Context: an optimization exercise on an open-source flow, tuned for small area and a short achievable clock period. The choices shown serve that exercise and are no tape-out recipe. In this exercise RTL edits were held to simulation tests only and were not proved equivalent to the original.

job 7976:
// FFT_R4_16p
module FFT_R4_16p (
    input wire clk, reset,
    input wire in_valid,
    input wire signed [31:0] in_data_real,
    input wire signed [31:0] in_data_im,
    output wire out_valid,
    output wire signed [31:0] bf2_output_0_real, bf2_output_1_real, bf2_output_2_real, bf2_output_3_real,
    output wire signed [31:0] bf2_output_0_im, bf2_output_1_im, bf2_output_2_im, bf2_output_3_im
);
==> flow/config.mk <==
export PLATFORM = sky130hd
export DESIGN_NAME = FFT_R4_16p
export DESIGN_NICKNAME = FFT_R4_16p
export VERILOG_FILES = /design/flow/design.v
export SDC_FILE = /design/flow/constraint.sdc
export NUM_CORES = 8
export LEC_CHECK = 0
export ABC_AREA = 1
export CAP_MARGIN = 20
export CORE_MARGIN = 2
export CORE_UTILIZATION = 40
export CTS_CLUSTER_DIAMETER = 60
export CTS_CLUSTER_SIZE = 30
export PLACE_DENSITY = 0.45
export SLEW_MARGIN = 20
==> flow/constraint.sdc <==
create_clock -name core_clock -period 100.0 [get_ports {clk}]
set_input_delay 20.0000 -clock core_clock [delete_from_list [all_inputs] [get_ports {clk}]]
set_output_delay 20.0000 -clock core_clock [all_outputs]
set_load 0.01 [all_outputs]
standard.sh (not shown) runs the stock make flow with config.mk's settings and CLKGATE_MAP_FILE= SYNTH_SCRIPT=/design/flow/synth_recipe.tcl, a recipe that flattens the netlist after the stock synthesis.
==> flow/flow/run.sh <==
#!/bin/bash
# Own layout flow: the standard flow (standard.sh) with these changes to
# how the layout is made:
#  - synthesis is ORFS's, run through synth_recipe.tcl as standard (so
#    -nofsm -noshare, flattening and renaming as standard), with two
#    changes to the mapping of the combinational logic: ABC uses
#    flow/abc_area.script (area-oriented amap) instead of ORFS's
#    abc_area.script, and adders keep Yosys's default carry network
#    (SYNTH_OPERATIONS_ARGS set, so no Kogge-Stone -extra-map). Registers
#    are mapped before either step, as in the standard synthesis, so they
#    keep their names, count and cell types;
#  - the port buffers are buf_4 cells instead of the resizer's default pick;
#  - timing repair (floorplan, CTS, global route) works to a setup slack
#    margin, so that it speeds up the slowest paths although the 100 ns
#    clock is met anyway. The SDC (clock period, I/O delays) is the standard flow's.
# Each tool's full output goes to a log file in this folder.
set -euo pipefail
HERE=$(pwd)
rm -rf "$HERE/scripts_abc"
cp -r "$FLOW_HOME/scripts" "$HERE/scripts_abc"
cp "$HERE/flow/abc_area.script" "$HERE/scripts_abc/abc_area.script"
SCRIPTS_DIR="$HERE/scripts_abc" SYNTH_OPERATIONS_ARGS="-nofsm" bash standard.sh synth > synth.log 2>&1
export BUFFER_PORTS_ARGS="-buffer_cell sky130_fd_sc_hd__buf_4"
export SETUP_SLACK_MARGIN=78.65
bash standard.sh > layout.log 2>&1
==> flow/flow/abc_area.script <==
&get -n
&st
&syn3
&dch -f
&put
amap
strash
dch -f
amap
topo
stime -c
buffer -c
upsize -c
dnsize -c
#### Input delta (job 6622 over job 7976)
Settings: SLEW_MARGIN now 50, was 20; CAP_MARGIN now 50, was 20; CTS_CLUSTER_SIZE no longer set, was 30; CTS_CLUSTER_DIAMETER no longer set, was 60.
diff --git a/flow/flow/run.sh b/flow/flow/run.sh
--- a/flow/flow/run.sh
+++ b/flow/flow/run.sh
@@ -23,3 +23,3 @@
 export BUFFER_PORTS_ARGS="-buffer_cell sky130_fd_sc_hd__buf_4"
-export SETUP_SLACK_MARGIN=78.65
+export SETUP_SLACK_MARGIN=78.4
 bash standard.sh > layout.log 2>&1
### Flow results
- As far as via density per instance is concerned, job 6622 and job 7976 perform about the same.
- The final-stage net count in job 6622 was lower than what job 7976 gave.
- Fmax: job 6622 below job 7976
- For job 6622, the destination of the critical timing path was bf2_output_3_real[10], unlike job 7976, where it was bf2_output_1_real[22].
Input-level comparison between job 5313 and job 6622:
Settings: CAP_MARGIN: 50 -> 20; CTS_CLUSTER_DIAMETER: unset -> 60; CTS_CLUSTER_SIZE: unset -> 30; SLEW_MARGIN: 50 -> 20.
[summary]
- Iteration count of the initial detailed-routing pass is higher on job 6622
- Final critical delay including setup and external delays for job 5313: 25 ps up relative to job 6622
- From job 6622 to job 5313 the numbers moved as follows: area of all sequential standard cells did not really move, final cell utilization of the core went down.

* * *

## before
Another version of the RTL of FFT_R4_16p (not shown whole).
Size in the first run: about 19,000 cells after synthesis, ~2,400 flip-flops, about 320 I/O pins, roughly 0.16 mm2 of cells after synthesis.
Design FFT_R4_16p, start of the top module:
module FFT_R4_16p (
    input wire clk, reset,
    input wire in_valid,
    input wire signed [31:0] in_data_real,
    input wire signed [31:0] in_data_im,
    output wire out_valid,
    output wire signed [31:0] bf2_output_0_real, bf2_output_1_real, bf2_output_2_real, bf2_output_3_real,
    output wire signed [31:0] bf2_output_0_im, bf2_output_1_im, bf2_output_2_im, bf2_output_3_im
);
clock: 100.0 ns
lec_check: 0
abc_area: 1
cap_margin: 50
core_margin: 2
core_utilization: 40
cts_cluster_diameter: 60
cts_cluster_size: 30
place_density: 0.45
slew_margin: 20
==> flow/flow/run.sh <==
#!/bin/bash
# Own layout flow: the standard flow (standard.sh) with these changes to
# how the layout is made:
#  - synthesis is ORFS's, run through synth_recipe.tcl as standard (so
#    -nofsm -noshare, flattening and renaming as standard), with one change:
#    ABC maps the combinational logic with flow/abc_area.script (area-
#    oriented amap) instead of ORFS's abc_area.script. Registers are mapped
#    before ABC, as in the standard synthesis, so they keep their names,
#    count and cell types;
#  - the port buffers are buf_4 cells instead of the resizer's default pick;
#  - timing repair (floorplan, CTS, global route) works to a setup slack
#    margin, so that it speeds up the slowest paths although the 100 ns
#    clock is met anyway. The SDC (clock period, I/O delays) is the standard flow's.
# Each tool's full output goes to a log file in this folder.
set -euo pipefail
HERE=$(pwd)
rm -rf "$HERE/scripts_abc"
cp -r "$FLOW_HOME/scripts" "$HERE/scripts_abc"
cp "$HERE/flow/abc_area.script" "$HERE/scripts_abc/abc_area.script"
SCRIPTS_DIR="$HERE/scripts_abc" bash standard.sh synth > synth.log 2>&1
export BUFFER_PORTS_ARGS="-buffer_cell sky130_fd_sc_hd__buf_4"
export SETUP_SLACK_MARGIN=78.3
bash standard.sh > layout.log 2>&1
Scripts as last shown in full above: flow/flow/abc_area.script
[inputs] after vs before
diff --git a/flow/flow/run.sh b/flow/flow/run.sh
--- a/flow/flow/run.sh
+++ b/flow/flow/run.sh
@@ -20,4 +20,4 @@
 SCRIPTS_DIR="$HERE/scripts_abc" bash standard.sh synth > synth.log 2>&1
 export BUFFER_PORTS_ARGS="-buffer_cell sky130_fd_sc_hd__buf_4"
-export SETUP_SLACK_MARGIN=78.3
+export SETUP_SLACK_MARGIN=78.4
 bash standard.sh > layout.log 2>&1
==> comparison <==
Of before and after, before shows the lower first-iteration DRC count, with after above it.
Post-cts resize count came out higher on after than on before.
Via count across before and after: no real change.
Reported for before and after, per-instance average area after synthesis turned out identical to the last digit.
before → after: wire length of the first global-routing pass barely changed, fmax stayed essentially flat, design area neither gained nor lost much, growth of design area from synthesis to finish now larger.

* * *

Another version of the RTL of FFT_R4_16p (not shown whole).
Size: ~20000 cells after synthesis, about 2400 flip-flops, roughly 320 I/O pins, roughly 0.16 sq mm of cells after synthesis.
==> flow/config.mk <==
export PLATFORM = sky130hd
export DESIGN_NAME = FFT_R4_16p
export DESIGN_NICKNAME = FFT_R4_16p
export VERILOG_FILES = /design/flow/design.v
export SDC_FILE = /design/flow/constraint.sdc
export NUM_CORES = 8
export LEC_CHECK = 0
export ABC_AREA = 1
export CAP_MARGIN = 20
export CORE_MARGIN = 2
export CORE_UTILIZATION = 55
export CTS_CLUSTER_DIAMETER = 60
export CTS_CLUSTER_SIZE = 30
export GPL_TIMING_DRIVEN = 0
export PLACE_DENSITY = 0.6
export SLEW_MARGIN = 20
==> flow/constraint.sdc <==
create_clock -name core_clock -period 100.0 [get_ports {clk}]
set_input_delay 20.0000 -clock core_clock [delete_from_list [all_inputs] [get_ports {clk}]]
set_output_delay 20.0000 -clock core_clock [all_outputs]
set_load 0.01 [all_outputs]
==> flow/flow/run.sh <==
#!/bin/bash
# Own layout flow: the standard flow (standard.sh) with these changes to
# how the layout is made:
#  - synthesis is ORFS's, run through synth_recipe.tcl as standard (so
#    -nofsm -noshare, flattening and renaming as standard), with two
#    changes to the mapping of the combinational logic: ABC uses
#    flow/abc_area.script (area-oriented amap) instead of ORFS's
#    abc_area.script, and adders keep Yosys's default carry network
#    (SYNTH_OPERATIONS_ARGS set, so no Kogge-Stone -extra-map). Registers
#    are mapped before either step, as in the standard synthesis, so they
#    keep their names, count and cell types;
#  - the port buffers are buf_4 cells instead of the resizer's default pick;
#  - timing repair (floorplan, CTS, global route) works to a setup slack
#    margin, so that it speeds up the slowest paths although the 100 ns
#    clock is met anyway. The SDC (clock period, I/O delays) is the standard flow's.
# Each tool's full output goes to a log file in this folder.
set -euo pipefail
HERE=$(pwd)
rm -rf "$HERE/scripts_abc"
cp -r "$FLOW_HOME/scripts" "$HERE/scripts_abc"
cp "$HERE/flow/abc_area.script" "$HERE/scripts_abc/abc_area.script"
SCRIPTS_DIR="$HERE/scripts_abc" SYNTH_OPERATIONS_ARGS="-nofsm" bash standard.sh synth > synth.log 2>&1
export BUFFER_PORTS_ARGS="-buffer_cell sky130_fd_sc_hd__buf_4"
export SETUP_SLACK_MARGIN=78.4
bash standard.sh > layout.log 2>&1
Scripts as last shown in full above: flow/flow/abc_area.script
The starting point completed and failed the layout checks on capacitance limit.
Then changed:
Settings changed: CAP_MARGIN 20 to 30, CORE_UTILIZATION 55 to 50, PLACE_DENSITY 0.6 to 0.55.
This time the run ran to the end with no violations.
Final cell count climbs by 2.0%.
Routed wire length grows by about 2.1%.
Worst setup slack degrades by 0.063 ns.
Utilization came out lower by 4.8 points.
Non-clock buffer count is higher by 58.
Die area increases by 9.9%.
Via count drops by 0.77%.

-- re-timing with driven ports --
How much do the figures lean on ideal ports? The routed layouts below were timed once more, with nothing changed but the port constraints.
Step 1 (the two cells are an assumption about what drives the block):
set clk [get_ports {clk}]
set_driving_cell -lib_cell sky130_fd_sc_hd__clkbuf_16 $clk
set_driving_cell -lib_cell sky130_fd_sc_hd__buf_2 [delete_from_list [all_inputs] $clk]
Step 2, shift: input delay + t, output delay - t, t = (earliest + latest rising clock arrival at the registers) / 2. This alone moves slack from input paths to output paths.
Three values: ideal ports, drivers, drivers and shift; two values: the first two.
run	shift t [ns]	setup slack, ns	pins driven straight from the clock port
job 7976	1.059	78.504 / 78.384 / 79.094	1
job 6622	1.037	78.426 / 78.311 / 79.086	1
job 5313	1.060	78.401 / 78.282 / 79.086	1
before	1.083	78.320 / 78.201 / 78.774	1
after	1.077	78.332 / 78.216 / 78.780	1
the first run of note 3	1.036	78.356 / 78.236 / 79.003	1
the second run of note 3	1.020	78.293 / 78.182 / 79.095	1
